This is an optimization exercise on Yosys and OpenROAD, whose aim is small area, a short achievable clock period and few clock cycles, not a production implementation.
At most, simulation tests tie the RTL to the original design; equivalence was not proved.
The RTL of runs 5 to 9 was laid out without a check of its function.
Power figures rest on the tool's default switching activity, not on a simulated workload.

==> design/flow/design.v <==
module alu16(CK, reset, start, instruction, inputR1, inputR2, outputR, busy, done);
	input [15:0] inputR1, inputR2;
	input [2:0] instruction;
	input CK, reset, start;
	output [15:0] outputR;
	output reg busy;
	output reg done;
	reg [15:0] ra, rb, rc;
	reg        st_alu, st_mul, st_pre, st_div;
	reg        sub, osel;
	reg [3:0]  cnt;
	reg        triv;
	wire go = start & ~busy;
	function [3:0] msb;
		input [15:0] v;
		integer i;
		begin
			msb = 4'd0;
			for (i = 0; i < 16; i = i + 1)
				if (v[i]) msb = i;
		end
	endfunction
	function [3:0] nib;
		input [15:0] v;
		begin
			nib[3] = |v[15:12];
			nib[2] = |v[15:8];
			nib[1] = |v[15:4];
			nib[0] = |v;
		end
	endfunction
	wire        m   = ~st_mul | rb[0];
	wire [15:0] Q   = sub ? ~rb : (ra & {16{m}});
	wire        cin = sub | st_pre;
	wire [17:0] S2  = {1'b0, rc, 1'b1} + {1'b0, Q, cin};
	wire [15:0] S   = S2[16:1];
	wire        ge  = S2[17];
	wire [3:0]  pa = msb(inputR1);
	wire [3:0]  pb = msb(inputR2);
	wire        zb = (rb == 16'd0);
	wire [3:0]  na = nib(inputR1);
	wire [3:0]  nb = nib(inputR2);
	wire        sw = ~na[2] | nb[2];          
	wire [15:0] mc = sw ? inputR2 : inputR1;  
	wire [15:0] mp = sw ? inputR1 : inputR2;  
	wire        mul1 = (mp[15:1] == 15'd0);   
	wire        dv0  = ((nb & ~na) != 4'd0);  
	wire        fast = ((instruction == 3'b010) & mul1) | (((instruction == 3'b011) | (instruction == 3'b100)) & dv0);
	assign outputR = osel ? ra : rc;
	always @(posedge CK) begin
		if (reset) begin
			busy   <= 1'b0;
			done   <= 1'b0;
			st_alu <= 1'b0;
			st_mul <= 1'b0;
			st_pre <= 1'b0;
			st_div <= 1'b0;
		end
		else begin
			done <= 1'b0;
			if (go) begin
				sub  <= (instruction == 3'b001);
				osel <= (instruction == 3'b100);
				case (instruction)
					3'b000: begin ra <= inputR1; rc <= inputR2; end
					3'b001: begin rb <= inputR1; rc <= 16'd0; end
					3'b010: begin
						ra <= {mc[14:0], 1'b0};
						rb <= {1'b0, mp[15:1]};
						rc <= mc & {16{mp[0]}};
					end
					3'b011, 3'b100: begin
						ra   <= 16'd0;
						rb   <= inputR2;
						rc   <= inputR1;
						cnt  <= pa - pb;
						triv <= (pa < pb);
					end
					3'b101: rc <= inputR1 & inputR2;
					3'b110: rc <= inputR1 | inputR2;
					default: rc <= 16'd0;
				endcase
				st_alu <= (instruction == 3'b000) | (instruction == 3'b001);
				st_mul <= (instruction == 3'b010) & ~mul1;
				st_pre <= ((instruction == 3'b011) | (instruction == 3'b100)) & ~dv0;
				busy   <= ((instruction[2] == 1'b0) | (instruction == 3'b100)) & ~fast;
				done   <= ((instruction[2] == 1'b1) & (instruction != 3'b100)) | fast;
			end
			else if (st_alu) begin
				rc     <= S;
				st_alu <= 1'b0;
				busy   <= 1'b0;
				done   <= 1'b1;
			end
			else if (st_mul) begin
				rc <= S;
				ra <= ra << 1;
				rb <= rb >> 1;
				if (rb[15:1] == 15'd0) begin
					st_mul <= 1'b0;
					busy   <= 1'b0;
					done   <= 1'b1;
				end
			end
			else if (st_pre) begin
				st_pre <= 1'b0;
				if (zb) begin
					rc   <= S;
					ra   <= 16'hffff;
					busy <= 1'b0;
					done <= 1'b1;
				end
				else if (triv) begin
					busy <= 1'b0;
					done <= 1'b1;
				end
				else begin
					rb     <= rb << cnt;
					sub    <= 1'b1;
					st_div <= 1'b1;
				end
			end
			else if (st_div) begin
				if (ge) rc <= S;
				ra  <= {ra[14:0], ge};
				rb  <= rb >> 1;
				cnt <= cnt - 4'd1;
				if (cnt == 4'd0) begin
					st_div <= 1'b0;
					busy   <= 1'b0;
					done   <= 1'b1;
				end
			end
		end
	end
endmodule
==> design/flow/flow/run.sh <==
#!/bin/bash
# Standard layout, with the port buffers built from a regular buffer cell
# instead of the delay cell the resizer picks by default.
export BUFFER_PORTS_ARGS="-buffer_cell sky130_fd_sc_hd__buf_4"
bash standard.sh > standard.log 2>&1
==> design/flow/standard.sh <==
#!/bin/bash
# synth_recipe.tcl (not shown) runs the flow's synth.tcl, then flattens the netlist and writes it again
# the make line also repeats each setting of config.mk as NAME=value (left out here)
make -C /OpenROAD-flow-scripts/flow DESIGN_CONFIG=/design/flow/config.mk WORK_HOME=/design/flow/orfs CLKGATE_MAP_FILE= SYNTH_SCRIPT=/design/flow/synth_recipe.tcl "${@:-finish}"
==> design/flow/config.mk <==
export PLATFORM = sky130hd
export DESIGN_NAME = alu16
export DESIGN_NICKNAME = alu16
export VERILOG_FILES = /design/flow/design.v
export SDC_FILE = /design/flow/constraint.sdc
export NUM_CORES = 4
export LEC_CHECK = 0
export CAP_MARGIN = 20
export CORE_MARGIN = 2
export CORE_UTILIZATION = 40
export SETUP_SLACK_MARGIN = 3.8
export SLEW_MARGIN = 20
==> design/flow/constraint.sdc <==
create_clock -name core_clock -period 7.5 [get_ports {CK}]
set_input_delay 1.5000 -clock core_clock [delete_from_list [all_inputs] [get_ports {CK}]]
set_output_delay 1.5000 -clock core_clock [all_outputs]
set_load 0.01 [all_outputs]
==> flow_summary.json, run 1 <==
{
  "p_leak_uw": 0.00261,
  "fin_nets": 848,
  "finalHoldWorstSlack_ns": 0.550,
  "antenna_found_initial": 0,
  "synth_edf_count": 55,
  "status": "timing/DRC/antenna clean",
  "skew_ns": 0.00685,
  "yosys.area_share.adder": 0.0505,
  "end_kind": "flip-flop",
  "synth_compound_area_frac": 0.309,
  "core_region_area_mm2": 0.0153,
  "start_util": 0.409,
  "crit_slowest_cell": "or4_4",
  "synth_simple_gate_area_frac": 0.173,
  "insertion_delay_ns": 0.34,
  "wire_per_inst_um": 23.4,
  "ys_warn_count": 1,
  "synth-seq-cells": 61,
  "synth_xor_area_frac": 0.0182,
  "cp.arrival_ns": 3.68,
  "synth_cells": 778,
  "numCtsBuffers": 9,
  "final_common_cell": "a21oi_1",
  "cp_cell_sequence": "buf_4, or4_4, a211oi_4, mux2_4, and2b_1, a21oi_2, nor2_1, a31o_1",
  "drt-initial-drc-count": 853,
  "worst_pin_slew_ns": 0.942,
  "cp_num_buf_inv": 1,
  "cts_tree": "done",
  "clk_pin_slew_ns": 0.06,
  "critPathTopFamily": "simple AND/OR/NAND/NOR gates",
  "ant_nets": 0,
  "syn_to_final_growth_pct": 13.3,
  "dieArea_mm2": 0.0166,
  "cts_root_buf": "clkbuf_16",
  "grt_pass1_wl_um": 36100,
  "power_density_mw_per_mm2": 180,
  "synth_cell_types": 71,
  "avgSynthCellArea_um2": 8.03,
  "drv_slew": 0,
  "gp_congestion": 0.944,
  "worstPathRequired_ns": 7.60,
  "globalRouteTotalUtil": 0.285,
  "slew_headroom": 0.356,
  "finalHoldViolations": 0,
  "worstSetupPathType": "input pin to flip-flop",
  "startpoint_type": "input pin",
  "drcViolationCount": 0,
  "slowest_delay_ns": 0.61,
  "synth.area.mux_share": 0.0964,
  "drive_gt1_frac": 0.173,
  "clk_path_buf_depth": 2,
  "finalSetupTns_ns": 0,
  "fmaxAchievable_mhz": 279,
  "die_h_um": 129,
  "num_rows": 45,
  "fin_crit_sh": 0.477,
  "drv_cap": 0,
  "vias_per_cell": 6.59,
  "vdd_drop_max_mv": 0.124,
  "synth_ff_type": "edfxtp_1",
  "grt_max_degree": 56,
  "syn_area_mm2": 0.00625,
  "cts_sinks": 61,
  "layout_common_cells": "96 x a21oi_1, 77 x nand2_1, 70 x nor2_1",
  "hold_path.class": "flip-flop to flip-flop",
  "place_hpwl_um": 16700,
  "first_pass_iters": 5,
  "ys_seq_area_frac": 0.284,
  "io_pins": 56,
  "route.vias.total": 6599,
  "ys_async_sr_fraction": 0,
  "critPathMaxFanout": 8,
  "period_needed_ns": 3.58,
  "gr-total-overflow": 0,
  "htreeDepth": 3,
  "synth_top_family_by_area": "compound AO/OA/AOI/OAI gates",
  "grt_pass1_vias": 6125,
  "die_w_um": 129,
  "diodes": 0,
  "synth_nets": 840,
  "drt-total-wl_um": 23500,
  "setup_viol": 0,
  "rsz0062_at_grt": "false",
  "numPortBuffers": 55
}
## through the flow
stage / setup WS, ns / utilization / total power, uW / area (um2) / instances
after floorplan: 3.81 / - / 725 / 6260 / 778
after global placement: 3.16 / 0.438 / 860 / 6690 / 979
after detailed placement: 3.11 / 0.439 / 865 / 6700 / 979
after CTS: 3.81 / 0.460 / 1260 / 7010 / 997
after global routing: 3.79 / 0.464 / 1330 / 7080 / 1002
final: 3.92 / 0.464 / 1280 / 7080 / 1002
## cells by family after synthesis
logic type / Yosys count
xor gates and xnor gates: 13
buffers and inverters: 104
AOI/OAI and AO/OA: 296
DFF: 61
muxes: 47
adders and majority gates: 24
and+or+nand+nor: 233
## report_power, final
group	total, uW	internal [uW]	switching [uW]
combinational	432	173	260
clock	398	241	157
sequential	447	413	34.2
total	1280	827	450
## path summary, 6_finish.rpt
check                           endpoint  cells after the start       start  slack (ns)
worst min register to register    st_div                      2      st_div        0.55
worst min-delay path              st_div                      2      st_div        0.55
worst max register to register     rc[1]                     14       rb[0]        3.96
worst max-delay path              rc[12]                      8  inputR2[8]        3.92
## state kept, by name (all words and copies together), names as in the netlist, 4 cells and up
name / cells
rb: 16
cnt: 4
ra: 16
rc: 16
## Yosys cell counts, types with 6 or more instances
| cell | number | area (um2) |
|---|---|---|
| a21oi_1 | 96 | 480 |
| nand2_1 | 77 | 289 |
| nor2_1 | 70 | 263 |
| o21ai_0 | 68 | 340 |
| clkbuf_1 | 58 | 218 |
| edfxtp_1 | 55 | 1650 |
| a221oi_1 | 44 | 385 |
| nor3_1 | 32 | 160 |
| inv_1 | 30 | 113 |
| ha_1 | 22 | 275 |
| mux2_2 | 21 | 236 |
| mux2i_1 | 17 | 170 |
| o21a_1 | 9 | 67.6 |
| mux4_2 | 8 | 180 |
| nand2b_1 | 8 | 50.1 |
| or3_1 | 8 | 50.1 |
| xnor2_1 | 8 | 70.1 |
| a21o_1 | 7 | 52.6 |
| nor2b_1 | 7 | 43.8 |
| nor4_1 | 7 | 43.8 |
| buf_2 | 6 | 30.0 |
| dfxtp_1 | 6 | 120 |
| o22ai_1 | 6 | 37.5 |
## worst register-to-register path, stage by stage (launching register included)
cell and delay, ns:
edfxtp_1 0.51, inv_1 0.16, a21oi_1 0.08, buf_4 0.21
nand2_1 0.10, o21ai_0 0.08, ha_1 0.37, o21a_1 0.15
o22ai_1 0.13, a211oi_2 0.31, o21ai_0 0.14, a21boi_1 0.27
o21ai_0 0.23, a21oi_1 0.18, buf_4 0.30
## final cells by class
class,instances,area (um2)
Inverter,31,116
Timing Repair Buffer,69,518
Multi-Input combinational cell,614,4130
Sequential cell,61,1770
Clock buffer,13,260
Tap cell,211,264
Fill cell,1509,8180
Clock inverter,3,20.0
## what timing repair did
item | in CTS | in global routing
hold buffers | 0 | 0
endpoints found under the setup margin | 27 | 22
pin swaps | 2 | 3
cloned | 1 | 0
buffers inserted | 1 | 5
hold endpoints to repair | 0 | 0
gates resized for setup | 3 | 4
## routing by layer
layer / global-route usage / up-vias / part of all wire
met5: 0 / - / 0
met2: 0.424 / 448 / 0.43
met3: 0.0549 / 50 / 0.11
met4: 0.0921 / 0 / 0.028
li1: - / 2965 / -
met1: 0.416 / 3136 / 0.43
Testbench counts, summed over its fixed seeds: cycles 21,521.
==> run 2, diff against run 1 <==
--- a/design/flow/config.mk
+++ b/design/flow/config.mk
@@ -8,5 +8,5 @@
 export CAP_MARGIN = 20
 export CORE_MARGIN = 2
 export CORE_UTILIZATION = 40
-export SETUP_SLACK_MARGIN = 3.8
+export SETUP_SLACK_MARGIN = 4.1
 export SLEW_MARGIN = 20
==> flow_summary.json, run 2 <==
{
  "die_w_um": 129,
  "ant_nets": 0,
  "synth_edf_count": 55,
  "power_density_mw_per_mm2": 175,
  "worst_r2r_endpoint": "rc[12]",
  "cts_root_buf": "clkbuf_16",
  "p_total_uw": 1310,
  "share_seq_of_total_power": 0.343,
  "layout_common_cells": "91 x a21oi_1, 78 x buf_4, 77 x nand2_1",
  "synth_ff_type": "edfxtp_1",
  "clk_path_buf_depth": 2,
  "start_util": 0.409,
  "intPower_uw": 853,
  "antenna_found_initial": 0,
  "fin_nets": 866,
  "drt-total-wl_um": 23600,
  "worstHoldEndpoint": "st_div",
  "setup_viol": 0,
  "drive_gt1_frac": 0.235,
  "vdd_drop_max_mv": 0.112,
  "slowest_delay_ns": 0.53,
  "r2r_slack_ns": 4.18,
  "avgSynthCellArea_um2": 8.03,
  "synth_nets": 840,
  "ys_async_sr_fraction": 0,
  "p_sw_uw": 452,
  "cp_cell_sequence": "buf_4, or4_4, buf_6, a211oi_4, mux2_4, and2b_4, a21oi_2, nor2_1, a31o_1",
  "drv_cap": 0,
  "reg2reg_depth": 13,
  "cp.arrival_ns": 3.48,
  "synthTopCellsByArea": "edfxtp_1 26%, a21oi_1 7.7%, a221oi_1 6.2%",
  "startpoint_type": "input pin",
  "worstPathRequired_ns": 7.59,
  "reg_top3": "ra x16, rb x16, rc x16",
  "hold_depth": 2,
  "syn_to_final_growth_pct": 19.3,
  "synth_cell_types": 71,
  "diodes": 0,
  "finalHoldViolations": 0,
  "period_needed_ns": 3.39,
  "io_pins": 56,
  "route.vias.total": 6731,
  "status": "timing/DRC/antenna clean",
  "final_common_cell": "a21oi_1",
  "p_sw_frac": 0.346,
  "hold_path.class": "flip-flop to flip-flop",
  "grt_max_degree": 56,
  "first_pass_iters": 6,
  "cp_num_buf_inv": 2,
  "rsz0062_at_grt": "true",
  "combPwrFrac": 0.352,
  "ys_warn_count": 1,
  "htreeDepth": 3,
  "grt_pass1_wl_um": 35600,
  "core_region_area_mm2": 0.0153,
  "critPathTopFamily": "simple AND/OR/NAND/NOR gates",
  "numCtsBuffers": 9,
  "insertion_delay_ns": 0.34,
  "p_leak_uw": 0.00276,
  "fmaxAchievable_mhz": 295,
  "worst_pin_slew_ns": 1.06,
  "ys_seq_area_frac": 0.284,
  "worstSetupPathType": "input pin to flip-flop",
  "r2r_start": "rb[0]",
  "yosys.area.top_type": "edfxtp_1",
  "drcViolationCount": 0,
  "skew_ns": 0.00865,
  "synth_commonest_cells": "96 x a21oi_1, 77 x nand2_1, 70 x nor2_1",
  "netlist.area_leader.share": 0.264,
  "grt_pass1_vias": 6082,
  "critPathMaxFanout": 8,
  "fin_crit_sh": 0.452,
  "drv_slew": 0,
  "vias_per_cell": 6.61,
  "synth.most_common_cell": "a21oi_1",
  "end_kind": "flip-flop",
  "dieArea_mm2": 0.0166,
  "gp_congestion": 0.937,
  "cts_sinks": 61,
  "hold_buffers": 0,
  "globalRouteTotalUtil": 0.281,
  "num_rows": 45,
  "syn_area_mm2": 0.00625,
  "clk_pin_slew_ns": 0.05,
  "cts_tree": "done",
  "crit_slowest_cell": "or4_4",
  "gr-total-overflow": 0,
  "place_hpwl_um": 16600,
  "synth_cells": 778,
  "wire_per_inst_um": 23.2,
  "power_frac_clock": 0.305,
  "drt-initial-drc-count": 884,
  "hold_path.startpoint": "st_div",
  "crit_path_start": "inputR2[15]",
  "slew_headroom": 0.273,
  "finalSetupTns_ns": 0,
  "synth-seq-cells": 61,
  "die_h_um": 129,
  "numPortBuffers": 55
}
## run 2: cell types whose count changed in the layout (fill, tap and decap cells not counted), sizes merged
cell / delta
buf: +18
clkbuf: -4
clkinv: +2
bufinv: +1
## run 2: how the worst max path moves through the flow
stage / end / slack [ns] / depth (start not counted)
floorplan: rc[12] / 3.90 / 9
global placement: rc[12] / 3.19 / 8
detailed placement: rc[12] / 3.16 / 8
CTS: rc[5] / 4.10 / 14
global route: rc[12] / 4.04 / 13
finish: rc[12] / 4.11 / 9
## run 2: tightest hold or removal path, stage by stage (launching register included)
cell and delay (ns):
dfxtp_1 0.35, o21ai_0 0.09, a21oi_1 0.06
## run 2: area by class of cell
class,instances,area (um2)
clock buffers,9,225
clock inverters,6,55.1
fillers,1497,7810
inverters,31,120
multi-input cells,614,4300
flip-flops and latches,61,1770
well taps,211,264
repair buffers,87,712
## run 2: timing repair
item / 4_1_cts / 5_1_grt
pin swaps: 16 / 28
cloned: 1 / 0
buffers inserted: 11 / 15
gates resized for setup: 23 / 37
setup endpoints to repair: 74 / 49
## run 2: power by group through the flow
| stage | clock network, uW | logic [uW] | registers (uW) |
|---|---|---|---|
| after global routing | 414 | 499 | 450 |
| after floorplan | 0 | 298 | 433 |
| after detailed placement | 0 | 414 | 453 |
| after CTS | 400 | 429 | 446 |
| final | 398 | 459 | 448 |
| after global placement | 0 | 409 | 453 |
## run 2: cell families (layout without fill, tap and decap cells)
logic type,after synthesis,in the layout,share of synthesized area
AO/OA/AOI/OAI,296,297,0.309
AND/OR/NAND/NOR,233,233,0.173
buffers and inverters,104,133,0.0693
flip-flops,61,61,0.284
multiplexers,47,47,0.0964
adder cells (fa/ha/maj),24,24,0.0505
XOR/XNOR,13,13,0.0182
## run 2: stage by stage
stage	hold WS, ns	setup WS [ns]	util	std cells	area (um2)
after floorplan	0.498	3.90	-	778	6350
after CTS	0.545	4.10	0.471	1004	7180
after global placement	0.529	3.19	0.441	977	6720
after detailed placement	0.538	3.16	0.441	977	6720
after global routing	0.590	4.04	0.488	1019	7450
final	0.550	4.11	0.488	1019	7450
## run 2: routing by layer
metal | part of all wire | up-vias | GRT usage | wire length (um)
met3 | 0.12 | 60 | 0.0657 | 2770
met1 | 0.42 | 3190 | 0.407 | 9960
li1 | - | 3000 | - | -
met2 | 0.43 | 481 | 0.413 | 10100
met5 | 0 | - | 0 | 0
met4 | 0.032 | 0 | 0.0946 | 746
==> run 3, diff against run 2 <==
--- a/design/flow/config.mk
+++ b/design/flow/config.mk
@@ -8,5 +8,5 @@
 export CAP_MARGIN = 20
 export CORE_MARGIN = 2
 export CORE_UTILIZATION = 40
-export SETUP_SLACK_MARGIN = 4.1
+export SETUP_SLACK_MARGIN = 3.6
 export SLEW_MARGIN = 20
==> flow_summary.json, run 3 <==
{
  "synth.most_common_cell": "a21oi_1",
  "core_region_area_mm2": 0.0153,
  "grtUsageMet1": 0.415,
  "clk_path_buf_depth": 2,
  "crit_slowest_cell": "or4_1",
  "finalHoldWorstSlack_ns": 0.556,
  "ys_warn_count": 1,
  "place_hpwl_um": 16700,
  "drt-initial-drc-count": 903,
  "reg_top3": "ra x16, rb x16, rc x16",
  "wire_per_inst_um": 23.4,
  "numPortBuffers": 55,
  "ant_nets": 0,
  "p_leak_uw": 0.00258,
  "synth_commonest_cells": "96 x a21oi_1, 77 x nand2_1, 70 x nor2_1",
  "status": "timing/DRC/antenna clean",
  "final_common_cell": "a21oi_1",
  "syn_to_final_growth_pct": 12.3,
  "dp.cells": 979,
  "synth-seq-cells": 61,
  "power_density_mw_per_mm2": 181,
  "rsz0062_at_grt": "false",
  "vias_per_cell": 6.55,
  "die_h_um": 129,
  "ys_async_sr_fraction": 0,
  "end_kind": "flip-flop",
  "fmaxAchievable_mhz": 265,
  "globalRouteTotalUtil": 0.285,
  "first_pass_iters": 5,
  "layout_common_cells": "96 x a21oi_1, 77 x nand2_1, 70 x nor2_1",
  "synth_edf_count": 55,
  "final_cell_count_no_fill": 997,
  "drcViolationCount": 0,
  "gp_congestion": 0.944,
  "die_w_um": 129,
  "insertion_delay_ns": 0.34,
  "cts_root_buf": "clkbuf_16",
  "worst_pin_slew_ns": 0.956,
  "startpoint_type": "input pin",
  "worstPathRequired_ns": 7.57,
  "cts_tree": "done",
  "diodes": 0,
  "finalHoldViolations": 0,
  "cp.arrival_ns": 3.85,
  "use_met2": 0.424,
  "met3_usage": 0.0553,
  "yosys.area.top_type": "edfxtp_1",
  "hold_buffers": 0,
  "worstSetupPathType": "input pin to flip-flop",
  "grt_pass1_vias": 6131,
  "clk_pin_slew_ns": 0.06,
  "synth_cells": 778,
  "slowest_delay_ns": 0.71,
  "dieArea_mm2": 0.0166,
  "synth_cell_types": 71,
  "finalSetupTns_ns": 0,
  "cts_sinks": 61,
  "route.vias.total": 6528,
  "skew_ns": 0.00672,
  "fin_crit_sh": 0.504,
  "drv_slew": 0,
  "num_rows": 45,
  "hold_path.class": "flip-flop to flip-flop",
  "netlist.area_leader.share": 0.264,
  "gr-total-overflow": 0,
  "dpl-instance-area_mm2": 0.00670,
  "grt_pass1_wl_um": 36000,
  "avgSynthCellArea_um2": 8.03,
  "slew_headroom": 0.346,
  "setup_viol": 0,
  "fin_area_mm2": 0.00702,
  "syn_area_mm2": 0.00625,
  "drv_cap": 0,
  "grt_max_degree": 56,
  "synthTopCellsByArea": "edfxtp_1 26%, a21oi_1 7.7%, a221oi_1 6.2%",
  "grt.busiest_layer": "met2",
  "synth_ff_type": "edfxtp_1",
  "p_total_uw": 1270,
  "fin_nets": 843,
  "period_needed_ns": 3.78,
  "drt-total-wl_um": 23400,
  "htreeDepth": 3,
  "io_pins": 56,
  "antenna_found_initial": 0,
  "vdd_drop_max_mv": 0.124,
  "ys_seq_area_frac": 0.284,
  "drive_gt1_frac": 0.164,
  "numCtsBuffers": 9,
  "critPathMaxFanout": 16,
  "start_util": 0.409,
  "cp_cell_sequence": "buf_4, or4_1, nor2_4, nand2_2, nand2_1, o21ai_0, a222oi_1, a21oi_1",
  "synth_nets": 840
}
==> run 3: cell types whose count changed in the layout (fill, tap and decap cells not counted), sizes merged <==
cell / previous run / this run
buf: 87 / 64
clkbuf: 9 / 13
clkinv: 4 / 2
bufinv: 1 / 0
==> run 3: cell families after synthesis <==
logic type      after synthesis  synth area share
fa+ha+maj                    24            0.0505
simple gates                233             0.173
flops                        61             0.284
xor+xnor                     13            0.0182
compound gates              296             0.309
buf+inv                     104            0.0693
mux                          47            0.0964
==> run 3: power by group <==
| part | total (uW) | switching [uW] | internal, uW |
|---|---|---|---|
| clock network | 397 | 156 | 241 |
| registers | 447 | 34.0 | 413 |
| logic | 427 | 257 | 170 |
==> run 3: final timing paths <==
kind	from	endpoint	slack, ns	cells after the start
setup reg to reg	rb[0]	rc[2]	3.86	14
hold reg to reg	st_div	st_div	0.56	2
hold / removal	st_div	st_div	0.56	2
setup / recovery	inputR2[8]	rb[0]	3.72	8
==> run 3: layer usage <==
layer / wire [um] / up-vias
li1: - / 2954
met1: 10100 / 3061
met2: 10100 / 471
met3: 2530 / 42
met4: 615 / 0
met5: 0 / -
==> run 3: worst max-delay path: cells and delay by family <==
kind                   cells  cell delay (ns)
and+or+nand+nor            4             1.38
AOI/OAI and AO/OA          3             0.83
buffers and inverters      1             0.14
==> run 3: what timing repair did <==
| action | CTS | global route |
|---|---|---|
| gates resized for setup | 0 | 3 |
| endpoints found under the setup margin | 5 | 4 |
| hold endpoints to repair | 0 | 0 |
| pin swaps | 1 | 0 |
| buffers inserted | 1 | 0 |
| cloned | 1 | 0 |
==> run 3: final cells by class <==
cell class / instances / area [um2]
clock buffers: 13 / 260
inverters: 31 / 116
multi-input cells: 614 / 4100
fillers: 1508 / 8240
well taps: 211 / 264
flip-flops and latches: 61 / 1770
repair buffers: 64 / 480
clock inverters: 3 / 20.0
==> run 3: through the flow <==
step / utilization / setup slack, ns
finish: 0.460 / 3.72
global route: 0.460 / 3.64
CTS: 0.459 / 3.64
detailed placement: 0.439 / 3.11
global placement: 0.438 / 3.16
floorplan: - / 3.81
==> run 4, diff against run 3 <==
--- a/design/flow/config.mk
+++ b/design/flow/config.mk
@@ -7,6 +7,7 @@
 export LEC_CHECK = 0
 export CAP_MARGIN = 20
 export CORE_MARGIN = 2
-export CORE_UTILIZATION = 40
-export SETUP_SLACK_MARGIN = 3.6
+export CORE_UTILIZATION = 65
+export PLACE_DENSITY = 0.75
+export SETUP_SLACK_MARGIN = 4.1
 export SLEW_MARGIN = 20
==> flow_summary.json, run 4 <==
{
  "drive_gt1_frac": 0.217,
  "syn_area_mm2": 0.00625,
  "num_rows": 35,
  "io_pins": 56,
  "finalSetupTns_ns": 0,
  "numPortBuffers": 55,
  "final.fill_count": 637,
  "syn_to_final_growth_pct": 16.0,
  "vias_per_cell": 7.45,
  "fin_crit_sh": 0.456,
  "period_needed_ns": 3.42,
  "pre_cts_slack_ns": 3.20,
  "setup_viol": 0,
  "dieArea_mm2": 0.0104,
  "place_hpwl_um": 15200,
  "synth.most_common_cell": "a21oi_1",
  "worstPathRequired_ns": 7.59,
  "slew_headroom": 0.399,
  "worst_pin_slew_ns": 0.902,
  "synth_ff_type": "edfxtp_1",
  "core_region_area_mm2": 0.00928,
  "die_h_um": 102,
  "antenna_found_initial": 0,
  "fin_nets": 865,
  "fmaxAchievable_mhz": 293,
  "drv_cap": 0,
  "worstSetupPathType": "input pin to flip-flop",
  "synth_edf_count": 55,
  "clk_pin_slew_ns": 0.08,
  "power_density_mw_per_mm2": 168,
  "gp_congestion": 1.02,
  "start_util": 0.673,
  "avgSynthCellArea_um2": 8.03,
  "grt_pass1_vias": 6261,
  "ys_warn_count": 1,
  "synth-seq-cells": 61,
  "numCtsBuffers": 9,
  "drv_slew": 0,
  "ys_async_sr_fraction": 0,
  "synthTopCellsByArea": "edfxtp_1 26%, a21oi_1 7.7%, a221oi_1 6.2%",
  "layout_common_cells": "93 x a21oi_1, 77 x nand2_1, 74 x buf_4",
  "reg_top3": "ra x16, rb x16, rc x16",
  "end_kind": "flip-flop",
  "netlist.area_leader.share": 0.264,
  "p_leak_uw": 0.00271,
  "route.vias.total": 6985,
  "globalRouteTotalUtil": 0.428,
  "synth_cells": 778,
  "synth_cell_types": 71,
  "ys_seq_area_frac": 0.284,
  "first_pass_iters": 6,
  "drt-initial-drc-count": 967,
  "finalHoldViolations": 0,
  "hold_path.class": "flip-flop to flip-flop",
  "grt_max_degree": 56,
  "status": "timing/DRC/antenna clean",
  "gr-total-overflow": 0,
  "wire_per_inst_um": 23.8,
  "startpoint_type": "input pin",
  "final_common_cell": "a21oi_1",
  "grt_pass1_wl_um": 34200,
  "cts_sinks": 61,
  "hold_buffers": 0,
  "clk_path_buf_depth": 2,
  "diodes": 0,
  "synth_commonest_cells": "96 x a21oi_1, 77 x nand2_1, 70 x nor2_1",
  "cp.arrival_ns": 3.51,
  "drt-total-wl_um": 22300,
  "drcViolationCount": 0,
  "rsz0062_at_grt": "true",
  "ant_nets": 0,
  "cts_tree": "done",
  "htreeDepth": 3,
  "die_w_um": 102,
  "setup_ws_ns": 4.08,
  "cts_root_buf": "clkbuf_8",
  "insertion_delay_ns": 0.35,
  "vdd_drop_max_mv": 0.105,
  "critPathMaxFanout": 8,
  "synth_nets": 840,
  "yosys.area.top_type": "edfxtp_1",
  "skew_ns": 0.0149
}
run 4: layout make-up:
cell class | instances | area (um2) | area share
multi-input cells | 614 | 4240 | 0.585
inverters | 31 | 136 | 0.0188
clock inverters | 2 | 35.0 | 0.00484
repair buffers | 86 | 742 | 0.102
clock buffers | 14 | 163 | 0.0224
well taps | 129 | 161 | 0.0223
flip-flops and latches | 61 | 1770 | 0.245
run 4: layer usage:
metal / part of all wire / up-vias / track usage
met5: 0 / - / 0
met4: 0.054 / 0 / 0.193
met3: 0.16 / 125 / 0.131
met2: 0.42 / 688 / 0.621
met1: 0.36 / 3172 / 0.591
li1: - / 3000 / -
run 4: path summary, 6_finish.rpt:
check,startpoint,end,slack [ns],depth (start not counted)
max reg2reg,sub,rc[12],4.17,10
min reg2reg,st_div,st_div,0.55,2
max,inputR2[13],rc[12],4.08,9
min,st_div,st_div,0.55,2
run 4: cell families (layout without fill, tap and decap cells):
family,after synthesis,count (layout),share of synthesized area
multiplexers,47,47,0.0964
buffers and inverters,104,133,0.0693
XOR/XNOR,13,13,0.0182
AO/OA/AOI/OAI,296,297,0.309
AND/OR/NAND/NOR,233,233,0.173
adder cells (fa/ha/maj),24,24,0.0505
flip-flops,61,61,0.284
run 4: metrics by stage:
| stage | hold WS (ns) | util | area [um2] | instances | power (uW) |
|---|---|---|---|---|---|
| finish | 0.550 | 0.780 | 7250 | 937 | 1210 |
| global route | 0.593 | 0.780 | 7250 | 937 | 1250 |
| CTS | 0.547 | 0.753 | 6990 | 919 | 1170 |
| detailed placement | 0.531 | 0.713 | 6620 | 895 | 858 |
| global placement | 0.522 | 0.713 | 6620 | 895 | 844 |
| floorplan | 0.498 | - | 6350 | 778 | 731 |
run 4: power by group:
group	leakage, uW	switching, uW	total, uW	internal [uW]
registers	0.000557	35.8	448	412
clock network	0.000101	139	311	172
logic	0.00206	267	455	188
run 4: repair_timing:
item,CTS,global route
gates resized for setup,16,37
pin swaps,6,31
hold endpoints to repair,0,0
cloned,1,0
buffers inserted,7,18
setup endpoints to repair,66,53
run 4: worst max-delay path, cell delays in order:
cell and delay [ns]:
buf_8 0.11, or4_4 0.54, buf_6 0.14, a211oi_4 0.22, mux2_4 0.33, and2b_2 0.26, a21oi_2 0.13, nor2_1 0.05
a31o_1 0.21
==> run 5, diff against run 4 <==
--- a/design/flow/design.v
+++ b/design/flow/design.v
@@ -40,7 +40,7 @@
 	wire        zb = (rb == 16'd0);
 	wire [3:0]  na = nib(inputR1);
 	wire [3:0]  nb = nib(inputR2);
-	wire        sw = ~na[2] | nb[2];          
+	wire        sw = ((na & ~nb) == 4'd0);    
 	wire [15:0] mc = sw ? inputR2 : inputR1;  
 	wire [15:0] mp = sw ? inputR1 : inputR2;  
 	wire        mul1 = (mp[15:1] == 15'd0);   
--- a/design/flow/config.mk
+++ b/design/flow/config.mk
@@ -7,7 +7,6 @@
 export LEC_CHECK = 0
 export CAP_MARGIN = 20
 export CORE_MARGIN = 2
-export CORE_UTILIZATION = 65
-export PLACE_DENSITY = 0.75
-export SETUP_SLACK_MARGIN = 4.1
+export CORE_UTILIZATION = 40
+export SETUP_SLACK_MARGIN = 3.8
 export SLEW_MARGIN = 20
==> flow_summary.json, run 5 <==
{
  "grt_pass1_wl_um": 35300,
  "die_w_um": 130,
  "synth_cells": 780,
  "final_cell_count_no_fill": 1018,
  "synth_xor_area_frac": 0.0222,
  "slowest_delay_ns": 0.39,
  "drive_gt1_frac": 0.212,
  "clk_path_buf_depth": 2,
  "drcViolationCount": 0,
  "syn_to_final_growth_pct": 18.9,
  "gr-total-overflow": 0,
  "diodes": 0,
  "htreeDepth": 3,
  "synthTopCellsByArea": "edfxtp_1 26%, a21oi_1 7.5%, a221oi_1 5.4%",
  "synth-seq-cells": 61,
  "die_h_um": 130,
  "cts_sinks": 61,
  "vias_per_cell": 6.59,
  "r2r_start": "rb[0]",
  "hold_path.class": "flip-flop to flip-flop",
  "p_sw_uw": 443,
  "fin_crit_sh": 0.495,
  "status": "timing/DRC/antenna clean",
  "final_util": 0.490,
  "hold_buffers": 0,
  "setup_viol": 0,
  "end_kind": "flip-flop",
  "power_density_mw_per_mm2": 168,
  "synth_edf_count": 55,
  "share_seq_of_total_power": 0.351,
  "drt-total-wl_um": 23400,
  "crit_path_start": "inputR1[10]",
  "worstPathRequired_ns": 7.57,
  "synth_simple_gate_area_frac": 0.163,
  "intPower_uw": 817,
  "syn_area_mm2": 0.00631,
  "drv_cap": 0,
  "numCtsBuffers": 9,
  "p_total_uw": 1260,
  "finalHoldViolations": 0,
  "clk_pin_slew_ns": 0.06,
  "power_frac_clock": 0.296,
  "synth_commonest_cells": "94 x a21oi_1, 67 x nor2_1, 60 x o21ai_0",
  "synth_compound_area_frac": 0.307,
  "drt-initial-drc-count": 996,
  "globalRouteTotalUtil": 0.276,
  "reg2reg_depth": 16,
  "wire_per_inst_um": 22.9,
  "num_rows": 45,
  "grt_max_degree": 55,
  "drv_slew": 0,
  "slew_headroom": 0.270,
  "netlist.area_leader.share": 0.262,
  "worst_pin_slew_ns": 1.09,
  "fin_nets": 865,
  "avgSynthCellArea_um2": 8.09,
  "ys_async_sr_fraction": 0,
  "synth_ff_type": "edfxtp_1",
  "numPortBuffers": 55,
  "cp_cell_sequence": "buf_6, nor4_4, nand4_1, o2111ai_4, a21oi_4, buf_12, buf_16, mux2_4, a222oi_1, a21oi_1",
  "worstSetupPathType": "input pin to flip-flop",
  "dp.cells": 974,
  "period_needed_ns": 3.71,
  "cp.arrival_ns": 3.78,
  "route.vias.total": 6711,
  "r2r_slack_ns": 3.93,
  "gp_congestion": 0.933,
  "yosys.area.top_type": "edfxtp_1",
  "vdd_drop_max_mv": 0.115,
  "antenna_found_initial": 0,
  "synth.most_common_cell": "a21oi_1",
  "synth_nets": 842,
  "final_common_cell": "a21oi_1",
  "synth_cell_types": 64,
  "reg_top3": "ra x16, rb x16, rc x16",
  "skew_ns": 0.0104,
  "cts_root_buf": "clkbuf_16",
  "ys_warn_count": 1,
  "dieArea_mm2": 0.0168,
  "insertion_delay_ns": 0.34,
  "combPwrFrac": 0.353,
  "finalSetupTns_ns": 0,
  "ant_nets": 0,
  "hold_depth": 2,
  "rsz0062_at_grt": "true",
  "yosys.area_share.adder": 0.0500,
  "fmaxAchievable_mhz": 269,
  "place_hpwl_um": 16300,
  "layout_common_cells": "87 x a21oi_1, 72 x buf_4, 66 x nor2_1",
  "crit_end": "rb[7]",
  "start_util": 0.412,
  "synth_top_family_by_area": "compound AO/OA/AOI/OAI gates",
  "critPathMaxFanout": 9,
  "synth.area.mux_share": 0.104,
  "grt_pass1_vias": 6184,
  "crit_slowest_cell": "a222oi_1",
  "cts_tree": "done",
  "startpoint_type": "input pin",
  "worst_r2r_endpoint": "rc[13]",
  "core_region_area_mm2": 0.0153,
  "first_pass_iters": 9,
  "ys_seq_area_frac": 0.281,
  "p_sw_frac": 0.352,
  "p_leak_uw": 0.00274,
  "io_pins": 56
}
-- run 5: changes by cell type in the layout (fill, tap and decap cells not counted), sizes merged, moves of 6 or more --
| cell | before | now |
|---|---|---|
| nand2 | 78 | 50 |
| a222oi | 5 | 15 |
| mux2i | 17 | 27 |
| nand3 | 3 | 12 |
| o211ai | 3 | 12 |
| mux2 | 22 | 30 |
| a221o | 5 | 11 |
| a221oi | 45 | 39 |
| mux4 | 8 | 2 |
| nor3 | 32 | 38 |
| or3 | 8 | 2 |
-- run 5: cell type report --
| cell class | count | area [um2] |
|---|---|---|
| fillers | 1497 | 7810 |
| clock inverters | 4 | 26.3 |
| flip-flops and latches | 61 | 1770 |
| clock buffers | 11 | 233 |
| repair buffers | 88 | 783 |
| inverters | 34 | 131 |
| well taps | 211 | 264 |
| multi-input cells | 609 | 4300 |
-- run 5: worst min-delay path by stage --
| stage | start | end | slack, ns |
|---|---|---|---|
| floorplan | busy | busy | 0.50 |
| global placement | busy | busy | 0.51 |
| detailed placement | busy | busy | 0.51 |
| CTS | busy | busy | 0.52 |
| global route | busy | busy | 0.55 |
| finish | busy | busy | 0.51 |
-- run 5: cell families after synthesis --
group                    after synthesis
AO/OA/AOI/OAI                        295
AND/OR/NAND/NOR                      213
buffers and inverters                112
flip-flops                            61
multiplexers                          59
adder cells (fa/ha/maj)               24
XOR/XNOR                              16
-- run 5: power by group through the flow --
stage	clock network (uW)	logic [uW]	registers, uW
floorplan	0	294	431
global placement	0	397	448
detailed placement	0	405	448
CTS	376	418	441
global route	390	480	445
finish	372	445	442
-- run 5: metrics by stage --
| step | instance area [um2] | hold WS, ns | worst slack, ns |
|---|---|---|---|
| floorplan | 6370 | 0.500 | 3.62 |
| global placement | 6760 | 0.509 | 2.93 |
| detailed placement | 6760 | 0.513 | 2.85 |
| CTS | 7300 | 0.520 | 3.78 |
| global route | 7500 | 0.549 | 3.67 |
| finish | 7500 | 0.514 | 3.79 |
-- run 5: timing repair --
item | in CTS | in global routing
endpoints found under the setup margin | 64 | 62
resized for setup | 19 | 36
pin swaps | 11 | 21
setup buffers | 16 | 9
gates cloned | 2 | 2
-- run 5: routing by layer --
layer,track usage,wire (um)
met5,0,0
met4,0.110,927
met3,0.0578,2230
met2,0.406,10100
met1,0.394,10100
-- run 5: critical path, delay by kind of cell --
kind                   cells  cell delay [ns]
AO/OA/AOI/OAI              4             0.95
multiplexers               1             0.29
buffers and inverters      3             0.41
AND/OR/NAND/NOR            2             0.63
==> run 6, diff against run 5 <==
--- a/design/flow/config.mk
+++ b/design/flow/config.mk
@@ -8,5 +8,5 @@
 export CAP_MARGIN = 20
 export CORE_MARGIN = 2
 export CORE_UTILIZATION = 40
-export SETUP_SLACK_MARGIN = 3.8
+export SETUP_SLACK_MARGIN = 4.2
 export SLEW_MARGIN = 20
==> flow_summary.json, run 6 <==
{
  "synth.most_common_cell": "a21oi_1",
  "antenna_found_initial": 0,
  "worst_pin_slew_ns": 1.14,
  "cp.arrival_ns": 3.81,
  "clk_path_buf_depth": 2,
  "ant_nets": 0,
  "reg_top3": "ra x16, rb x16, rc x16",
  "finalHoldViolations": 0,
  "insertion_delay_ns": 0.33,
  "clk_pin_slew_ns": 0.05,
  "period_needed_ns": 3.77,
  "vias_per_cell": 6.65,
  "wire_per_inst_um": 23.5,
  "route.vias.total": 7004,
  "layout_common_cells": "79 x buf_4, 61 x a21oi_1, 55 x edfxtp_1",
  "netlist.area_leader.share": 0.262,
  "p_total_uw": 1390,
  "grt_pass1_wl_um": 37500,
  "start_util": 0.412,
  "yosys.area.top_type": "edfxtp_1",
  "fmaxAchievable_mhz": 265,
  "place_hpwl_um": 16300,
  "die_w_um": 130,
  "dp.cells": 973,
  "drv_slew": 0,
  "grt_max_degree": 56,
  "final_common_cell": "buf_4",
  "synth_cell_types": 64,
  "cts_sinks": 61,
  "critPathMaxFanout": 7,
  "avgSynthCellArea_um2": 8.09,
  "num_rows": 45,
  "fin_crit_sh": 0.503,
  "synth_nets": 842,
  "final.fill_count": 1391,
  "syn_area_mm2": 0.00631,
  "htreeDepth": 3,
  "synth_ff_type": "edfxtp_1",
  "globalRouteTotalUtil": 0.290,
  "worstSetupPathType": "input pin to flip-flop",
  "synthTopCellsByArea": "edfxtp_1 26%, a21oi_1 7.5%, a221oi_1 5.4%",
  "worstPathRequired_ns": 7.54,
  "drive_gt1_frac": 0.332,
  "final_cell_count_no_fill": 1054,
  "dieArea_mm2": 0.0168,
  "startpoint_type": "input pin",
  "drt-initial-drc-count": 1077,
  "power_density_mw_per_mm2": 166,
  "final_util": 0.547,
  "syn_to_final_growth_pct": 32.7,
  "io_pins": 56,
  "drt-total-wl_um": 24800,
  "cts_root_buf": "clkbuf_16",
  "fin_nets": 901,
  "synth_commonest_cells": "94 x a21oi_1, 67 x nor2_1, 60 x o21ai_0",
  "die_h_um": 130,
  "diodes": 0,
  "rsz0062_at_grt": "true",
  "synth_edf_count": 55,
  "synth-seq-cells": 61,
  "ff_latch_area_mm2": 0.00177,
  "hold_depth": 2,
  "numCtsBuffers": 9,
  "ys_warn_count": 1,
  "status": "timing/DRC/antenna clean",
  "synth_cells": 780,
  "p_leak_uw": 0.00303,
  "cts_tree": "done",
  "gr-total-overflow": 0,
  "hold_buffers": 0,
  "vdd_drop_max_mv": 0.108,
  "ys_seq_area_frac": 0.281,
  "setup_viol": 0,
  "reg2reg_depth": 16,
  "multiInputGateArea_mm2": 0.00471,
  "grt_pass1_vias": 6478,
  "finalHoldWorstSlack_ns": 0.517,
  "drcViolationCount": 0,
  "ys_async_sr_fraction": 0,
  "end_kind": "flip-flop",
  "slew_headroom": 0.236,
  "skew_ns": 0.00749,
  "hold_path.class": "flip-flop to flip-flop",
  "numPortBuffers": 55,
  "gp_congestion": 0.919,
  "finalSetupTns_ns": 0,
  "drv_cap": 0,
  "first_pass_iters": 9,
  "core_region_area_mm2": 0.0153
}
-- run 6: changes by cell type in the layout (fill, tap and decap cells not counted), moves of 9 or more --
| cell | previous run | this run |
|---|---|---|
| a21oi_2 | 7 | 25 |
| nor2_2 | 1 | 10 |
| a21oi_4 | 2 | 11 |
| nor2_1 | 66 | 52 |
| buf_6 | 8 | 27 |
| a21oi_1 | 87 | 61 |
-- run 6: worst paths after layout --
kind	from	endpoint	slack, ns
hold reg to reg	busy	busy	0.52
hold / removal	busy	busy	0.52
setup reg to reg	rb[0]	rc[0]	3.89
setup / recovery	inputR2[10]	rb[6]	3.73
-- run 6: critical path, cell delays in order --
cell and delay [ns]:
buf_12 0.10, or4_4 0.56, nor2_4 0.16, o2111ai_4 0.14, a21oi_4 0.19, buf_12 0.15
mux2_4 0.29, a222oi_1 0.57, a21oi_1 0.14
-- run 6: repair_timing --
action	CTS	global route
gates resized for setup	110	60
pin swaps	63	46
buffers inserted	45	16
setup endpoints to repair	121	84
cloned	5	0
endpoints found under the hold margin	0	0
-- run 6: kinds of logic (layout without fill, tap and decap cells) --
logic type      count (synthesis)  after routing  synth area share
compound gates                295            297             0.307
simple gates                  213            214             0.163
buf+inv                       112            172            0.0736
flops                          61             61             0.281
mux                            59             59             0.104
fa+ha+maj                      24             24            0.0500
xor+xnor                       16             16            0.0222
-- run 6: metrics by stage --
step           area (um2)  setup slack, ns
4_1_cts              8000             3.80
5_1_grt              8370             3.73
6_report             8370             3.73
3_3_place_gp         6810             2.83
2_1_floorplan        6480             3.65
3_5_place_dp         6810             2.79
-- run 6: cell type report --
class | instances | share of cell area
timing repair buffer | 122 | 0.141
timing repair inverter | 1 | 0.000598
clock buffer | 10 | 0.0273
multi-input combinational | 610 | 0.562
inverter | 34 | 0.0164
sequential | 61 | 0.212
tap | 211 | 0.0315
clock inverter | 5 | 0.00912
-- run 6: power by group --
| part | internal [uW] | switching, uW |
|---|---|---|
| combinational | 219 | 287 |
| clock | 288 | 158 |
| sequential | 411 | 30.1 |
-- run 6: routing by layer --
metal / wire length [um] / vias to the layer above / GRT usage
met5: 0 / - / 0
met4: 1150 / 0 / 0.121
met3: 2580 / 88 / 0.0421
met2: 10900 / 520 / 0.443
met1: 10100 / 3275 / 0.410
li1: - / 3121 / -
==> run 7, diff against run 6 <==
==> design/flow/run.sh (new file) <==
#!/bin/bash
# synth_recipe.tcl (not shown) runs the flow's synth.tcl, then flattens the netlist and writes it again
# the make line also repeats each setting of config.mk as NAME=value (left out here)
make -C /OpenROAD-flow-scripts/flow DESIGN_CONFIG=/design/flow/config.mk WORK_HOME=/design/flow/orfs CLKGATE_MAP_FILE= SYNTH_SCRIPT=/design/flow/synth_recipe.tcl finish
--- a/design/flow/config.mk
+++ b/design/flow/config.mk
@@ -8,5 +8,5 @@
 export CAP_MARGIN = 20
 export CORE_MARGIN = 2
 export CORE_UTILIZATION = 40
-export SETUP_SLACK_MARGIN = 4.2
+export SETUP_SLACK_MARGIN = 3.8
 export SLEW_MARGIN = 20
removed: design/flow/flow/run.sh
removed: design/flow/standard.sh
==> flow_summary.json, run 7 <==
{
  "status": "timing/DRC/antenna clean",
  "startpoint_type": "input pin",
  "syn_to_final_growth_pct": 23.4,
  "wl_met2_um": 10300,
  "fin_crit_sh": 0.500,
  "ant_nets": 0,
  "numCtsBuffers": 9,
  "dieArea_mm2": 0.0168,
  "layout_common_cells": "81 x a21oi_1, 64 x nor2_1, 56 x o21ai_0",
  "finalHoldViolations": 0,
  "grt_pass1_vias": 6040,
  "fmaxAchievable_mhz": 267,
  "worstSetupPathType": "input pin to flip-flop",
  "clk_path_buf_depth": 2,
  "worst_r2r_endpoint": "rc[2]",
  "setup_viol": 0,
  "final_common_cell": "a21oi_1",
  "vdd_drop_max_mv": 0.127,
  "fin_nets": 880,
  "wl_met3_um": 2690,
  "drt-initial-drc-count": 1146,
  "drv_slew": 0,
  "drive_gt1_frac": 0.209,
  "rsz0062_at_grt": "true",
  "period_needed_ns": 3.75,
  "netlist.area_leader.share": 0.262,
  "numPortBuffers": 55,
  "critPathTopFamily": "compound AO/OA/AOI/OAI gates",
  "io_pins": 56,
  "worst_pin_slew_ns": 0.904,
  "finalSetupTns_ns": 0,
  "drt-total-wl_um": 23600,
  "grt_max_degree": 56,
  "synth.most_common_cell": "a21oi_1",
  "critPathMaxFanout": 9,
  "cp.depth": 10,
  "gr-total-overflow": 0,
  "hold_buffers": 0,
  "synth_cells": 780,
  "vias_per_cell": 6.61,
  "die_h_um": 130,
  "synth_ff_type": "edfxtp_1",
  "cts_sinks": 61,
  "ys_async_sr_fraction": 0,
  "slowest_delay_ns": 0.40,
  "end_kind": "flip-flop",
  "ys_seq_area_frac": 0.281,
  "clk_pin_slew_ns": 0.06,
  "maxUsedRoutingLayer": "met4",
  "start_util": 0.412,
  "cp_num_buf_inv": 3,
  "htreeDepth": 3,
  "route.vias.total": 6823,
  "skew_ns": 0.00810,
  "r2r_slack_ns": 3.86,
  "dpl-instance-area_mm2": 0.00691,
  "synth_edf_count": 55,
  "avgSynthCellArea_um2": 8.09,
  "drv_cap": 0,
  "cp.arrival_ns": 3.82,
  "crit_slowest_cell": "a222oi_1",
  "synth_commonest_cells": "94 x a21oi_1, 67 x nor2_1, 60 x o21ai_0",
  "ys_warn_count": 1,
  "core_region_area_mm2": 0.0153,
  "reg2reg_depth": 15,
  "synth-seq-cells": 61,
  "worstPathRequired_ns": 7.57,
  "first_pass_iters": 8,
  "syn_area_mm2": 0.00631,
  "globalRouteTotalUtil": 0.280,
  "cts_tree": "done",
  "diodes": 0,
  "p_leak_uw": 0.00280,
  "antenna_found_initial": 0,
  "cp_cell_sequence": "clkdlybuf4s15_2, nor4_4, nand4_1, o2111ai_4, a21oi_4, buf_12, buf_16, mux2_4, a222oi_1, o21ai_1",
  "wire_per_inst_um": 22.9,
  "insertion_delay_ns": 0.34,
  "r2r_start": "st_mul",
  "hold_path.class": "flip-flop to flip-flop",
  "place_hpwl_um": 16100,
  "num_rows": 45,
  "power_density_mw_per_mm2": 173,
  "cts_root_buf": "clkbuf_16",
  "crit_end": "rb[8]",
  "reg_top3": "ra x16, rb x16, rc x16",
  "synth_cell_types": 64,
  "drcViolationCount": 0,
  "crit_path_start": "inputR1[12]",
  "wl_met1_um": 10000,
  "grt_pass1_wl_um": 35900,
  "yosys.area.top_type": "edfxtp_1",
  "synth_nets": 842,
  "die_w_um": 130,
  "gp_congestion": 1.00,
  "finalHoldWorstSlack_ns": 0.516,
  "fin_area_mm2": 0.00779,
  "synthTopCellsByArea": "edfxtp_1 26%, a21oi_1 7.5%, a221oi_1 5.4%",
  "slew_headroom": 0.398
}
## run 7: cell counts after synthesis
Identical to the previous run, type by type.
## run 7: final cells by class
class / instances / area, um2
clock buffer: 10 / 229
clock inverter: 5 / 76.3
fill: 1476 / 7520
inverter: 34 / 135
multi-input combinational: 610 / 4370
sequential: 61 / 1770
tap: 211 / 264
timing repair buffer: 101 / 941
timing repair inverter: 1 / 5.00
## run 7: how the worst min path moves through the flow
stage | to | slack (ns) | cells after the start | startpoint
after floorplan | busy | 0.50 | 2 | busy
after global placement | busy | 0.50 | 2 | busy
after detailed placement | busy | 0.51 | 2 | busy
after CTS | busy | 0.52 | 2 | busy
after global routing | busy | 0.56 | 2 | busy
final | busy | 0.52 | 2 | busy
## run 7: metal layers
layer / global-route usage / vias up
li1: - / 3062
met1: 0.407 / 3234
met2: 0.413 / 475
met3: 0.0636 / 52
met4: 0.0829 / 0
met5: 0 / -
## run 7: kinds of logic (layout without fill, tap and decap cells)
logic type | Yosys count | count (layout) | synth area share
compound gates | 295 | 297 | 0.307
xor+xnor | 16 | 16 | 0.0222
fa+ha+maj | 24 | 24 | 0.0500
buf+inv | 112 | 151 | 0.0736
flops | 61 | 61 | 0.281
mux | 59 | 59 | 0.104
simple gates | 213 | 214 | 0.163
## run 7: where the power goes
part	switching, uW	internal, uW	leakage [uW]
combinational	270	194	0.00210
clock	156	287	0.000148
sequential	29.7	411	0.000558
total	456	892	0.00280
## run 7: worst reg2reg max path, cell delays in order (launching register included)
cell and delay, ns:
dfxtp_1 0.51, a21oi_1 0.12, buf_4 0.21, nand2_1 0.09
o21ai_0 0.09, ha_1 0.37, o21a_1 0.17, o211ai_1 0.13
o21ai_2 0.19, nand4_1 0.19, a31oi_2 0.22, a41o_1 0.31
nor4_2 0.08, a2111oi_4 0.19, buf_4 0.19, buf_2 0.26
## run 7: repair_timing
action | 4_1_cts | 5_1_grt
endpoints found under the setup margin | 109 | 87
gates cloned | 5 | 1
setup buffers | 22 | 15
gates resized for setup | 136 | 68
pin swaps | 16 | 22
## run 7: metrics by stage
stage,utilization,worst slack (ns),std cells,total power (uW)
2_1_floorplan,-,3.62,780,724
3_3_place_gp,0.451,2.46,975,855
3_5_place_dp,0.451,2.30,975,863
4_1_cts,0.492,3.78,1017,1320
5_1_grt,0.509,3.66,1033,1400
6_report,0.509,3.75,1033,1350
==> run 8, diff against run 7 <==
--- a/design/flow/design.v
+++ b/design/flow/design.v
@@ -9,7 +9,6 @@
 	reg        st_alu, st_mul, st_pre, st_div;
 	reg        sub, osel;
 	reg [3:0]  cnt;
-	reg        triv;
 	wire go = start & ~busy;
 	function [3:0] msb;
 		input [15:0] v;
@@ -35,9 +34,11 @@
 	wire [17:0] S2  = {1'b0, rc, 1'b1} + {1'b0, Q, cin};
 	wire [15:0] S   = S2[16:1];
 	wire        ge  = S2[17];
-	wire [3:0]  pa = msb(inputR1);
-	wire [3:0]  pb = msb(inputR2);
+	wire [3:0]  pa = msb(rc);
+	wire [3:0]  pb = msb(rb);
 	wire        zb = (rb == 16'd0);
+	wire        triv = (pa < pb);
+	wire [3:0]  d  = pa - pb;
 	wire [3:0]  na = nib(inputR1);
 	wire [3:0]  nb = nib(inputR2);
 	wire        sw = ((na & ~nb) == 4'd0);    
@@ -69,13 +70,7 @@
 						rb <= {1'b0, mp[15:1]};
 						rc <= mc & {16{mp[0]}};
 					end
-					3'b011, 3'b100: begin
-						ra   <= 16'd0;
-						rb   <= inputR2;
-						rc   <= inputR1;
-						cnt  <= pa - pb;
-						triv <= (pa < pb);
-					end
+					3'b011, 3'b100: begin ra <= 16'd0; rb <= inputR2; rc <= inputR1; end
 					3'b101: rc <= inputR1 & inputR2;
 					3'b110: rc <= inputR1 | inputR2;
 					default: rc <= 16'd0;
@@ -115,7 +110,8 @@
 					done <= 1'b1;
 				end
 				else begin
-					rb     <= rb << cnt;
+					rb     <= rb << d;
+					cnt    <= d;
 					sub    <= 1'b1;
 					st_div <= 1'b1;
 				end
==> flow_summary.json, run 8 <==
{
  "status": "timing/DRC/antenna clean",
  "critPathTopFamily": "compound AO/OA/AOI/OAI gates",
  "io_pins": 56,
  "reg_top3": "ra x16, rb x16, rc x16",
  "start_util": 0.411,
  "skew_ns": 0.0105,
  "route.vias.total": 6985,
  "ys_seq_area_frac": 0.266,
  "cts_sinks": 60,
  "fin_crit_sh": 0.493,
  "final_common_cell": "a21oi_1",
  "fmaxAchievable_mhz": 270,
  "combPwrFrac": 0.419,
  "numCtsBuffers": 9,
  "p_sw_uw": 563,
  "setup_viol": 0,
  "drt-initial-drc-count": 991,
  "worstSetupPathType": "input pin to flip-flop",
  "period_needed_ns": 3.70,
  "clk_pin_slew_ns": 0.06,
  "die_h_um": 132,
  "synth.most_common_cell": "a21oi_1",
  "hold_path.startpoint": "busy",
  "pre_cts_slack_ns": 2.29,
  "cp_num_buf_inv": 3,
  "gp_congestion": 0.974,
  "syn_to_final_growth_pct": 22.7,
  "globalRouteTotalUtil": 0.281,
  "grt_pass1_vias": 6251,
  "synth_commonest_cells": "71 x a21oi_1, 67 x nand2_1, 64 x nor2_1",
  "hold_buffers": 0,
  "end_kind": "flip-flop",
  "hold_path.class": "flip-flop to flip-flop",
  "crit_slowest_cell": "or4_4",
  "drive_gt1_frac": 0.204,
  "num_rows": 46,
  "slew_headroom": 0.408,
  "avgSynthCellArea_um2": 8.43,
  "startpoint_type": "input pin",
  "cp_cell_sequence": "buf_2, or4_4, buf_4, a211oi_4, o22ai_4, bufbuf_16, mux2_4, a221oi_2, a21oi_1",
  "r2r_start": "rc[3]",
  "cts_root_buf": "clkbuf_16",
  "vdd_drop_max_mv": 0.166,
  "power_density_mw_per_mm2": 185,
  "synth_cells": 776,
  "p_sw_frac": 0.378,
  "netlist.area_leader.share": 0.248,
  "drv_cap": 0,
  "dieArea_mm2": 0.0174,
  "cts_tree": "done",
  "core_region_area_mm2": 0.0159,
  "first_pass_iters": 5,
  "slowest_delay_ns": 0.59,
  "drt-total-wl_um": 25000,
  "synth_edf_count": 54,
  "drv_slew": 0,
  "worst_pin_slew_ns": 0.886,
  "worstPathRequired_ns": 7.59,
  "layout_common_cells": "70 x a21oi_1, 65 x nand2_1, 60 x nor2_1",
  "htreeDepth": 3,
  "critPathMaxFanout": 13,
  "numPortBuffers": 55,
  "wire_per_inst_um": 23.7,
  "insertion_delay_ns": 0.34,
  "synth_nets": 837,
  "fin_nets": 894,
  "synth_ff_type": "edfxtp_1",
  "setup_ws_ns": 3.80,
  "rsz0062_at_grt": "true",
  "p_leak_uw": 0.00293,
  "share_seq_of_total_power": 0.295,
  "ys_async_sr_fraction": 0,
  "grt_max_degree": 49,
  "clk_path_buf_depth": 2,
  "finalHoldWorstSlack_ns": 0.582,
  "antenna_found_initial": 0,
  "finalSetupTns_ns": 0,
  "power_frac_clock": 0.286,
  "synth_cell_types": 78,
  "die_w_um": 132,
  "grt_pass1_wl_um": 37900,
  "gr-total-overflow": 0,
  "yosys.area.top_type": "edfxtp_1",
  "ant_nets": 0,
  "finalHoldViolations": 0,
  "syn_area_mm2": 0.00655,
  "vias_per_cell": 6.63,
  "ys_warn_count": 1,
  "drcViolationCount": 0,
  "intPower_uw": 925,
  "synth-seq-cells": 60,
  "crit_path_start": "inputR1[4]",
  "cp.arrival_ns": 3.79,
  "place_hpwl_um": 17600,
  "synthTopCellsByArea": "edfxtp_1 25%, a21oi_1 5.4%, mux2i_1 5.2%",
  "diodes": 0
}
==> run 8: worst reg2reg max path, delay by kind of cell, from the launching register on <==
kind                     cells  cell delay [ns]
AO/OA/AOI/OAI                8             1.32
adder cells (fa/ha/maj)      2             0.91
flip-flops                   1             0.45
buffers and inverters        4             0.43
multiplexers                 1             0.30
==> run 8: final timing paths <==
check	slack, ns	cells past startpoint	to
worst min-delay path	0.58	1	busy
worst max-delay path	3.80	9	rb[5]
worst min register to register	0.58	1	busy
worst max register to register	3.82	15	rb[13]
==> run 8: metrics by stage <==
step / power, uW / util / cell area, um2 / std cells
floorplan: 832 / - / 6570 / 776
global placement: 1010 / 0.454 / 7240 / 999
detailed placement: 1010 / 0.454 / 7240 / 999
CTS: 1450 / 0.489 / 7800 / 1033
global route: 1560 / 0.504 / 8030 / 1054
finish: 1490 / 0.504 / 8030 / 1054
==> run 8: timing repair <==
item,CTS,global route
pin swaps,13,17
gates resized for setup,81,50
buffers inserted,16,21
cloned,2,0
endpoints found under the setup margin,84,80
==> run 8: metal layers <==
layer	share of wire	track usage	up-vias
li1	-	-	3171
met5	0	0	-
met3	0.11	0.0434	56
met2	0.42	0.396	426
met4	0.042	0.117	0
met1	0.43	0.422	3332
==> run 8: kinds of logic (layout without fill, tap and decap cells) <==
family | count (synthesis) | count (layout) | share of synthesized area
xor+xnor | 15 | 15 | 0.0201
simple gates | 253 | 254 | 0.200
flops | 60 | 60 | 0.266
buf+inv | 77 | 138 | 0.0465
mux | 64 | 64 | 0.112
fa+ha+maj | 23 | 23 | 0.0463
compound gates | 284 | 284 | 0.310
==> run 8: final cells by class <==
| cell class | count | area, um2 |
|---|---|---|
| fillers | 1525 | 7920 |
| multi-input cells | 640 | 4750 |
| flip-flops and latches | 60 | 1740 |
| repair buffers | 102 | 887 |
| well taps | 216 | 270 |
| clock buffers | 9 | 225 |
| inverters | 20 | 78.8 |
| clock inverters | 7 | 76.3 |
==> run 8: power by group through the flow <==
stage	Combinational [uW]	Sequential (uW)	Clock, uW
floorplan	406	426	0
global placement	560	446	0
detailed placement	568	446	0
CTS	591	438	424
global route	675	440	442
finish	623	438	426
==> run 9, diff against run 8 <==
--- a/design/flow/design.v
+++ b/design/flow/design.v
@@ -37,16 +37,11 @@
 	wire [3:0]  pa = msb(rc);
 	wire [3:0]  pb = msb(rb);
 	wire        zb = (rb == 16'd0);
-	wire        triv = (pa < pb);
+	wire        triv = (rc == 16'd0) | (pa < pb);
 	wire [3:0]  d  = pa - pb;
 	wire [3:0]  na = nib(inputR1);
 	wire [3:0]  nb = nib(inputR2);
 	wire        sw = ((na & ~nb) == 4'd0);    
-	wire [15:0] mc = sw ? inputR2 : inputR1;  
-	wire [15:0] mp = sw ? inputR1 : inputR2;  
-	wire        mul1 = (mp[15:1] == 15'd0);   
-	wire        dv0  = ((nb & ~na) != 4'd0);  
-	wire        fast = ((instruction == 3'b010) & mul1) | (((instruction == 3'b011) | (instruction == 3'b100)) & dv0);
 	assign outputR = osel ? ra : rc;
 	always @(posedge CK) begin
 		if (reset) begin
@@ -66,9 +61,9 @@
 					3'b000: begin ra <= inputR1; rc <= inputR2; end
 					3'b001: begin rb <= inputR1; rc <= 16'd0; end
 					3'b010: begin
-						ra <= {mc[14:0], 1'b0};
-						rb <= {1'b0, mp[15:1]};
-						rc <= mc & {16{mp[0]}};
+						ra <= sw ? inputR2 : inputR1;
+						rb <= sw ? inputR1 : inputR2;
+						rc <= 16'd0;
 					end
 					3'b011, 3'b100: begin ra <= 16'd0; rb <= inputR2; rc <= inputR1; end
 					3'b101: rc <= inputR1 & inputR2;
@@ -76,10 +71,10 @@
 					default: rc <= 16'd0;
 				endcase
 				st_alu <= (instruction == 3'b000) | (instruction == 3'b001);
-				st_mul <= (instruction == 3'b010) & ~mul1;
-				st_pre <= ((instruction == 3'b011) | (instruction == 3'b100)) & ~dv0;
-				busy   <= ((instruction[2] == 1'b0) | (instruction == 3'b100)) & ~fast;
-				done   <= ((instruction[2] == 1'b1) & (instruction != 3'b100)) | fast;
+				st_mul <= (instruction == 3'b010);
+				st_pre <= (instruction == 3'b011) | (instruction == 3'b100);
+				busy   <= (instruction[2] == 1'b0) | (instruction == 3'b100);
+				done   <= (instruction[2] == 1'b1) & (instruction != 3'b100);
 			end
 			else if (st_alu) begin
 				rc     <= S;
--- a/design/flow/config.mk
+++ b/design/flow/config.mk
@@ -8,5 +8,5 @@
 export CAP_MARGIN = 20
 export CORE_MARGIN = 2
 export CORE_UTILIZATION = 40
-export SETUP_SLACK_MARGIN = 3.8
+export SETUP_SLACK_MARGIN = 2.5
 export SLEW_MARGIN = 20
==> flow_summary.json, run 9 <==
{
  "status": "timing/DRC/antenna clean",
  "num_rows": 45,
  "cp_cell_sequence": "a21oi_1, o21bai_1, a21oi_1, o31ai_1, a221oi_1, ha_1, inv_1, fa_1, xnor2_1, o21ai_0, a222oi_1, a22oi_1",
  "p_leak_uw": 0.00251,
  "diodes": 0,
  "cts_sinks": 60,
  "wire_per_inst_um": 24.0,
  "synth-seq-cells": 60,
  "period_needed_ns": 4.41,
  "grt_max_degree": 66,
  "drive_gt1_frac": 0.0742,
  "route.vias.total": 6571,
  "final_cell_count_no_fill": 983,
  "numCtsBuffers": 9,
  "start_util": 0.406,
  "finalHoldViolations": 0,
  "worstSetupPathType": "flip-flop to flip-flop",
  "slew_headroom": 0.290,
  "ys_warn_count": 1,
  "synth_cells": 776,
  "netlist.area_leader.share": 0.265,
  "die_w_um": 128,
  "r2r_start": "rc[3]",
  "layout_common_cells": "105 x nand2_1, 91 x a21oi_1, 55 x clkdlybuf4s50_1",
  "avgSynthCellArea_um2": 7.90,
  "drv_slew": 0,
  "ant_nets": 0,
  "clk_pin_slew_ns": 0.06,
  "synth_nets": 837,
  "gr-total-overflow": 0,
  "vias_per_cell": 6.68,
  "yosys.area.top_type": "edfxtp_1",
  "grt_pass1_wl_um": 36100,
  "slowest_delay_ns": 0.84,
  "drcViolationCount": 0,
  "drt-total-wl_um": 23600,
  "numPortBuffers": 55,
  "drv_cap": 0,
  "globalRouteTotalUtil": 0.288,
  "finalSetupTns_ns": 0,
  "insertion_delay_ns": 0.35,
  "reg_top3": "ra x16, rb x16, rc x16",
  "fin_nets": 851,
  "vdd_drop_max_mv": 0.0994,
  "hold_buffers": 0,
  "first_pass_iters": 5,
  "synth_commonest_cells": "105 x nand2_1, 91 x a21oi_1, 54 x edfxtp_1, 54 x nor2_1, 49 x o21ai_0",
  "final_common_cell": "nand2_1",
  "post_cts_buffers": 0,
  "r2r_slack_ns": 3.09,
  "synthTopCellsByArea": "edfxtp_1 26%, a21oi_1 7.4%, nand2_1 6.4%",
  "antenna_found_initial": 0,
  "crit_slowest_cell": "xnor2_1",
  "hold_path.startpoint": "st_div",
  "power_density_mw_per_mm2": 191,
  "place_hpwl_um": 17500,
  "dieArea_mm2": 0.0163,
  "grt_pass1_vias": 6266,
  "gp_congestion": 0.980,
  "worst_r2r_endpoint": "rb[13]",
  "cts_root_buf": "clkbuf_16",
  "cp.arrival_ns": 4.46,
  "synth_edf_count": 54,
  "synth_ff_type": "edfxtp_1",
  "worstPathRequired_ns": 7.55,
  "skew_ns": 0.0115,
  "hold_path.class": "flip-flop to flip-flop",
  "setup_viol": 0,
  "io_pins": 56,
  "syn_area_mm2": 0.00613,
  "synth.most_common_cell": "nand2_1"
}
## run 9: worst max path at each step
stage	startpoint	to	slack [ns]	depth (start not counted)
6_report	rc[3]	rb[13]	3.09	12
2_1_floorplan	start	ra[0]	3.50	5
3_3_place_gp	instruction[2]	rb[15]	2.65	9
4_1_cts	instruction[2]	rb[14]	2.90	9
3_5_place_dp	instruction[2]	rb[14]	2.55	9
5_1_grt	sub	rc[6]	2.80	11
## run 9: logic make-up after synthesis
family                   Yosys count  share of synthesized area
flip-flops                        60                      0.284
buffers and inverters             77                     0.0506
AND/OR/NAND/NOR                  261                      0.200
adder cells (fa/ha/maj)           23                     0.0494
XOR/XNOR                          17                     0.0243
AO/OA/AOI/OAI                    290                      0.305
multiplexers                      48                     0.0864
## run 9: per-layer routing
layer  part of all wire  vias up  wire length (um)  track usage
li1                   -     3015                 -            -
met1               0.41     3072              9700        0.391
met2               0.45      424             10600        0.451
met3               0.10       60              2410       0.0530
met4              0.037        0               875        0.120
met5                  0        -                 0            0
## run 9: cell type report
cell class	count	area, um2
tap	188	235
fill	1472	8060
sequential	60	1740
clock inverter	5	27.5
multi-input combinational	639	4110
clock buffer	11	243
inverter	18	67.6
timing repair buffer	62	603
## run 9: worst max-delay path: cells and delay by family, from the launching register on
kind,cells,cell delay [ns]
compound gates,8,1.98
xor+xnor,1,0.84
fa+ha+maj,2,0.75
buf+inv,1,0.06
flops,1,0.48
## run 9: through the flow
step / hold WS (ns) / total power, uW / cell area, um2 / util / setup slack (ns)
finish: 0.533 / 1340 / 7030 / 0.466 / 3.09
floorplan: 0.472 / 770 / 6130 / - / 3.50
CTS: 0.521 / 1330 / 7010 / 0.465 / 2.90
global placement: 0.492 / 921 / 6740 / 0.447 / 2.65
global route: 0.542 / 1400 / 7030 / 0.466 / 2.80
detailed placement: 0.512 / 932 / 6740 / 0.447 / 2.55
## run 9: power breakdown
group          total [uW]  switching (uW)  internal [uW]
clock network         398             168            230
registers             438            36.4            401
logic                 507             308            199
total                1340             512            831

Re-timed with assumed drivers on the ports (clkbuf_16 on the clock, buf_2 on other inputs), run 9 has 3.085 ns of setup slack against 3.085 ns with ideal ports, and 2.745 ns once port delays also move by the mid clock arrival of 0.386 ns.
